This design comes from an exercise in tuning for small area on the open sky130 flow, not from production work.
Function was checked by simulation only, so behaviour that the tests miss may differ from the original.
Power and IR drop assume default switching activity.

==> design/flow/design.v <==
module spi_interface(
    output reg          mosi,
    input               miso,
    input               clk,
    input               rst,
    output reg          RX_valid,
    output reg [7:0]    output_shift_register,
    input               TX_valid,
    input [7:0]         input_shift_register
);
genvar j, p;
function is_jc8;
    input [3:0] c;
    input integer n;
    case (n)
        0: is_jc8 = ~c[0] & ~c[3];
        1: is_jc8 =  c[0] & ~c[1];
        2: is_jc8 =  c[1] & ~c[2];
        3: is_jc8 =  c[2] & ~c[3];
        4: is_jc8 =  c[3] &  c[0];
        5: is_jc8 = ~c[0] &  c[1];
        6: is_jc8 = ~c[1] &  c[2];
        default: is_jc8 = ~c[2] & c[3];
    endcase
endfunction
reg       r_in;                                 
reg       r_out;                                
reg [3:0] r_bit;                                
reg [3:0] r_q;                                  
reg [1:0] r_m;
reg       r_int;                                
wire r_k8   = (r_q == 4'd2) & (r_m == 2'd2);
wire r_k40  = (r_q == 4'd13) & (r_m == 2'd1);
wire r_end  = r_k40 | (r_int & r_k8);
wire r_last = r_in & is_jc8(r_bit, 7) & r_end;
wire r_odd  = r_q[0] ^ r_m[0];                  
reg [41:0] rr [0:7];
wire [7:0] r_tap;
generate
    for (j = 0; j < 8; j = j + 1) begin : rl
        wire here = r_in & is_jc8(r_bit, j);
        always @(posedge clk)
            rr[j] <= {(here & ~r_odd) ? miso : rr[j][0], rr[j][41:22],
                      (here &  r_odd) ? miso : rr[j][21], rr[j][20:1]};
        reg t;
        always @(*) begin
            case (r_m)
                2'd0: t = r_int ? rr[j][(12 + j) % 42] : rr[j][(8 + j) % 42];
                2'd1: t = r_int ? rr[j][(40 + j) % 42] : rr[j][(36 + j) % 42];
                default: t = r_int ? rr[j][(26 + j) % 42] : rr[j][(22 + j) % 42];
            endcase
        end
        assign r_tap[7-j] = t;
    end
endgenerate
always @(posedge clk) begin
    if (r_in & (r_q == 4'd0) & (r_m == 2'd0) & is_jc8(r_bit, 1))
        r_int <= miso;
end
always @(posedge clk or posedge rst) begin
    if (rst) begin
        r_in <= 1'b0;
        r_out <= 1'b0;
        RX_valid <= 1'b0;
        output_shift_register <= 8'd0;
    end else begin
        r_in <= r_in ? ~r_last : (~r_out & ~miso);
        r_out <= r_last | (r_out & ~r_end);
        RX_valid <= r_last | r_out;
        if (r_out)
            output_shift_register <= r_tap;
    end
end
wire r_inc = r_out | (r_in & is_jc8(r_bit, 7));
always @(posedge clk) begin
    if (~(r_in | r_out) | r_last | (r_out & r_end)) begin
        r_bit <= 4'd0;
        r_q <= 4'd0;
        r_m <= 2'd0;
    end else begin
        if (r_in)
            r_bit <= {r_bit[2:0], ~r_bit[3]};
        if (r_inc) begin
            if (r_m == 2'd2) begin
                r_m <= 2'd0;
                r_q <= r_q + 4'd1;
            end else begin
                r_m <= r_m + 2'd1;
            end
        end
    end
end
reg       t_in;                                 
reg       t_out;                                
reg [2:0] t_bit;
reg [3:0] t_q;                                  
reg [1:0] t_m;
wire t_k8   = (t_q == 4'd2) & (t_m == 2'd2);
wire t_k40  = (t_q == 4'd13) & (t_m == 2'd1);
reg [41:0] tr [0:7];
generate
    for (j = 0; j < 8; j = j + 1) begin : tl
        wire d = input_shift_register[7-j];
        always @(posedge clk)
            tr[j] <= {(t_in & (t_m == 2'd2)) ? d : tr[j][0], tr[j][41:36],
                      (t_in & (t_m == 2'd1)) ? d : tr[j][35], tr[j][34:29],
                      (t_in & (t_m == 2'd0)) ? d : tr[j][28], tr[j][27:1]};
    end
endgenerate
reg t_tap;
integer jj;
always @(*) begin
    t_tap = 1'b0;
    for (jj = 0; jj < 8; jj = jj + 1)
        if (t_bit == jj)
            t_tap = t_q[0] ? tr[jj][8 - jj] : tr[jj][29 - jj];
end
wire t_end  = (t_bit == 3'd7) & (t_k40 | (tr[1][0] & t_k8));
always @(posedge clk or posedge rst) begin
    if (rst) begin
        t_in <= 1'b0;
        t_out <= 1'b0;
        mosi <= 1'b1;
    end else begin
        t_in <= t_in ? ~t_k40 : (~t_out & TX_valid);
        t_out <= (t_in & t_k40) | (t_out & ~t_end);
        if (t_out)
            mosi <= t_tap;
        else
            mosi <= ~(t_in | TX_valid);
    end
end
wire t_inc = t_in | (t_bit == 3'd7);
always @(posedge clk) begin
    if (~(t_in | t_out) | (t_in & t_k40) | (t_out & t_end)) begin
        t_bit <= 3'd0;
        t_q <= 4'd0;
        t_m <= 2'd0;
    end else begin
        if (t_out)
            t_bit <= t_bit + 3'd1;
        if (t_inc) begin
            if (t_m == 2'd2) begin
                t_m <= 2'd0;
                t_q <= t_q + 4'd1;
            end else begin
                t_m <= t_m + 2'd1;
            end
        end
    end
end
endmodule
==> design/flow/flow/run.sh <==
#!/bin/bash
set -euo pipefail
export CTS_ARGS="-sink_clustering_enable -repair_clock_nets -dont_use_dummy_load -sink_clustering_size 13 -sink_clustering_max_diameter 35 -buf_list sky130_fd_sc_hd__buf_4"
export BUFFER_PORTS_ARGS="-buffer_cell sky130_fd_sc_hd__buf_1"
dont_use="sky130_fd_sc_hd__probe_p_8 sky130_fd_sc_hd__probec_p_8 sky130_fd_sc_hd__lpflow_*"
bash standard.sh synth > synth.log 2>&1
python3 flow/filter_lib.py $FLOW_HOME/platforms/sky130hd/lib/sky130_fd_sc_hd__tt_025C_1v80.lib restructure.lib "$dont_use"
RESTRUCTURE_RESULTS=orfs/results/sky130hd/spi_interface/base RESTRUCTURE_LIB=restructure.lib RESTRUCTURE_DONT_USE="$dont_use" \
  openroad -no_init -exit flow/restructure.tcl > restructure.log 2>&1
bash standard.sh > standard.log 2>&1
==> design/flow/flow/filter_lib.py <==
# Write a copy of a liberty file without the cells the platform marks
# don't-use, for restructure (which reads the liberty file directly).
import re, sys, fnmatch
src, dst = sys.argv[1], sys.argv[2]
pats = sys.argv[3].split()
text = open(src).read()
out = []
pos = 0
for m in re.finditer(r'\n\s*cell\s*\(\s*"?([\w$]+)"?\s*\)\s*\{', text):
    name = m.group(1)
    if not any(fnmatch.fnmatch(name, p) for p in pats):
        continue
    # find the matching closing brace of this cell group
    depth = 0
    i = m.end() - 1
    while True:
        c = text[i]
        if c == '{':
            depth += 1
        elif c == '}':
            depth -= 1
            if depth == 0:
                break
        i += 1
    out.append(text[pos:m.start()])
    pos = i + 1
out.append(text[pos:])
open(dst, 'w').write(''.join(out))
==> design/flow/flow/restructure.tcl <==
# Resynthesise the logic between flip-flops of the synthesised design for
# area with OpenROAD's restructure (ABC), in place in 1_synth.odb. Flip-flops
# and ports are not touched.
set plat $::env(FLOW_HOME)/platforms/sky130hd
set res $::env(RESTRUCTURE_RESULTS)
read_db $res/1_synth.odb
read_liberty $plat/lib/sky130_fd_sc_hd__tt_025C_1v80.lib
read_sdc $res/1_synth.sdc
set_dont_use $::env(RESTRUCTURE_DONT_USE)
report_design_area
file mkdir restructure
# restructure reads the liberty file itself: give it one without the
# don't-use cells
restructure -target area -liberty_file $::env(RESTRUCTURE_LIB) \
  -tielo_port sky130_fd_sc_hd__conb_1/LO -tiehi_port sky130_fd_sc_hd__conb_1/HI \
  -work_dir restructure
report_design_area
write_db $res/1_synth.odb
==> design/flow/standard.sh <==
#!/bin/bash
# synth_recipe.tcl (not shown) runs the flow's synth.tcl, then flattens the netlist and writes it again
# the make line also repeats each setting of config.mk as NAME=value (left out here)
make -C /OpenROAD-flow-scripts/flow DESIGN_CONFIG=/design/flow/config.mk WORK_HOME=/design/flow/orfs CLKGATE_MAP_FILE= SYNTH_SCRIPT=/design/flow/synth_recipe.tcl "${@:-finish}"
==> design/flow/config.mk <==
export PLATFORM = sky130hd
export DESIGN_NAME = spi_interface
export DESIGN_NICKNAME = spi_interface
export VERILOG_FILES = /design/flow/design.v
export SDC_FILE = /design/flow/constraint.sdc
export NUM_CORES = 8
export LEC_CHECK = 0
export ABC_AREA = 0
export CAP_MARGIN = 20
export CORE_MARGIN = 2
export CORE_UTILIZATION = 75
export PLACE_DENSITY = 0.8
export SLEW_MARGIN = 20
export SYNTH_HIERARCHICAL = 1
==> design/flow/constraint.sdc <==
create_clock -name core_clock -period 5.0 [get_ports {clk}]
set_input_delay 1.0000 -clock core_clock [delete_from_list [all_inputs] [get_ports {clk}]]
set_output_delay 1.0000 -clock core_clock [all_outputs]
set_load 0.01 [all_outputs]
==> summary.md <==
The number of hold buffers added after CTS was 0. The area growth from synthesis to layout is 5.60%. In the synthesized netlist, the number of instances is 951. The row count came out at 53. In the layout the commonest cells are sky130_fd_sc_hd__dfxtp_1, sky130_fd_sc_hd__buf_4, sky130_fd_sc_hd__clkinv_1, sky130_fd_sc_hd__nor2_1, sky130_fd_sc_hd__o2bb2ai_1.

The number of nets in the synthesized netlist is 963. Data on the critical path arrives at its endpoint at 4.11 ns. The number of setup buffers added after CTS is 0. Summed over all nets, the half-perimeter wirelength after detailed placement is 13.6 mm.

In this run the remaining antenna-violating nets after routing total 0. The leading cell type in the layout, fill and taps excluded was sky130_fd_sc_hd__dfxtp_1. The number of cells on the worst hold path was 0. The proportion of layout cells with a drive suffix above 1 is 6.00%, and the post-cts gate resize count is 0. For this design, the sink count on the clock tree is 706. Counting along the longest clock path gives a buffer depth of 3. For this block, the routed nets add up to 22.0 mm of wire.

Number of CTS-inserted buffers: 61. The portion of the clock cycle consumed by the worst path in the final layout is 71.6%. The critical setup path kind is reg2reg. The detailed-route DRC error count came out at 0.

The combined area of all synthesized cells is 15800 um^2, and the worst slew slack as a fraction of its limit is 44.9%. The logs give 20800 um^2 for the area of the core region and 22200 um^2 for the area of the die. The detail-routed via count per cell works out to 5.18.

The initial antenna violation count came out at 1. Setup violations remaining at the end of the flow were counted as 0. Global routing finished with a remaining overflow of 0. The tree is rooted in a sky130_fd_sc_hd__buf_4.

For the starting density of the core, the log shows 75.7%. Buffers placed on the I/O ports in this run total 21. Summing all non-filler instances in the final layout gives an area of 16700 um^2.

The number of endpoints with negative hold slack in the final report is 0, and the routed wirelength normalized by instance count is 16.8 um. Across the VDD grid, the largest voltage drop is 0.000451 V. The number of global-route vias before repair came out at 6657.

The placed standard-cell area was 16200 um^2; the number of detailed-route iterations in the first pass was 5. Setup repair after global routing left no endpoint under its margin. The worst path in the final design needs a cycle of 3.58 ns, including I/O delays and setup.

The logs give 1.42 ns for the setup slack of the most critical reg-to-reg path and 0.00671 uW for the reported leakage power. Max-cap violations in this run came to 0. TritonCTS built the clock tree. 22 I/O pins were placed.

During synthesis, Yosys emitted a total of 9 warnings. The worst slack at placement was 1.55 ns; the global-route usage over all layers was 20.4%. The flow ran to the end and the layout has no timing, DRC or antenna violations. Data on the critical path is required at its endpoint by 5.53 ns. The actual transition at the worst max-transition pin works out to 0.826 ns. Routability-driven placement finished with a final weighted congestion of 0.840. The final critical-path setup slack was 1.42 ns; the mean cell area of the mapped netlist was 16.6 um^2.

The min-delay analysis places its worst path in the category reg2reg. The width of the chip works out to 149 um. The number of DRC markers after the initial detailed-route iteration is 497, and the worst-case reg-to-reg path depth is 5. Of all nets on the critical path, the largest fanout is 18. Clock-pin slew was measured on the worst setup and hold paths at 0.11 ns.

After the last flow step, the layout net total stands at 1047. The run gives 0 as the number of max-slew violations in the final report. Count of H-tree levels built during CTS: 2. Clock skew on the completed layout was measured at 0.0180 ns. For the final routed database, the setup TNS stands at 0 ns. The kind of end point of the critical path was a flip-flop.

The run gives 34.7 mm as the global-route wire length before repair. Entering global routing, the biggest net connects 19 pins. For this run, the top clock speed supported by timing is 279 MHz. For this design the ratio of total power to cell area is 716 nW/um^2. Clock latency on the worst-skew pair, taken at its later pin, is 0.63 ns.

The overall die height works out to 149 um. The tools report the category of the worst setup path launch point as a flip-flop. The run gives 6786 as the total number of vias.
metal layers:
layer / vias to the layer above / global-route usage [%] / share of wire, %
li1: 3312 / - / -
met1: 3206 / 28.7 / 46
met2: 204 / 31.6 / 45
met3: 64 / 4.22 / 4.9
met4: 0 / 8.57 / 3.4
met5: - / 0 / 0
metrics by stage:
| step | total power (uW) | hold slack, ns | instances | utilization, % |
|---|---|---|---|---|
| after global routing | 12500 | 0.310 | 1309 | 80.0 |
| after floorplan | 9270 | 0.310 | 951 | - |
| final | 11900 | 0.314 | 1309 | 80.0 |
| after global placement | 9730 | 0.310 | 1247 | 77.8 |
| after CTS | 12000 | 0.305 | 1308 | 80.0 |
| after detailed placement | 9920 | 0.312 | 1247 | 77.8 |
where the power goes:
part	switching, uW	total (uW)	internal [uW]
Clock	1480	2100	619
Sequential	885	8910	8030
Combinational	551	918	367
sequential cells by signal, indices dropped and copies added (netlist names), named ones only:
name,cells
rr,336
tr,336
output_shift_register,8
r_bit,4
r_q,4
t_q,4
t_bit,3
r_m,2
t_m,2
RX_valid,1
mosi,1
r_in,1
r_int,1
t_in,1
t_out,1
layout make-up:
cell class | count | area, um^2
Tap cell | 275 | 344
Multi-Input combinational cell | 202 | 1390
Fill cell | 1077 | 4170
Timing Repair Buffer | 21 | 78.8
Inverter | 43 | 161
Clock buffer | 61 | 458
Sequential cell | 706 | 14200
Antenna cell | 1 | 2.50
worst max-delay path: stages (launching register included):
cell,delay (ns)
sky130_fd_sc_hd__dfxtp_1,0.81
sky130_fd_sc_hd__clkinv_1,0.73
sky130_fd_sc_hd__o22ai_1,0.84
sky130_fd_sc_hd__clkinv_1,0.48
sky130_fd_sc_hd__nor2_1,0.26
sky130_fd_sc_hd__mux2_1,0.35
path summary, 6_finish.rpt:
kind,from,to
worst max-delay path,r_m[0]$_SDFFE_PP0N_,rr[7][41]$_DFF_P_
worst min-delay path,rr[5][37]$_DFF_P_,rr[5][36]$_DFF_P_
worst max register to register,r_m[0]$_SDFFE_PP0N_,rr[7][41]$_DFF_P_
worst min register to register,rr[5][37]$_DFF_P_,rr[5][36]$_DFF_P_
max in group asynchronous,rst,mosi$_DFF_PP1_
min in group asynchronous,rst,output_shift_register[6]$_DFFE_PP0P_

port drivers added, routing unchanged:
The results above use ideal ports. As a check the final layout listed here was re-extracted and re-timed, cells and wires unchanged. Step 1 sets driving cells, clkbuf_16 on the clock port and buf_2 on the other inputs (assumed; they add their load-dependent delay and slew). Step 2 adds t to the input delays and takes it off the output delays; t is the mean of the earliest and latest rising clock arrival at the registers after step 1. Input paths then give back, and output paths get back, about the clock's delay inside the block. Three values: ideal ports, drivers, drivers and shift; two values: the first two.
t (ns): 0.655
setup slack, ns: 1.418 / 1.418 / 1.418
latest minus earliest clock arrival (ns): 0.030 / 0.030
pins driven straight from the clock port: 1
After both steps setup and hold are still met in this run. The setup slack of this run moves by 0.000 ns with the drivers and by 0.000 ns with both steps.
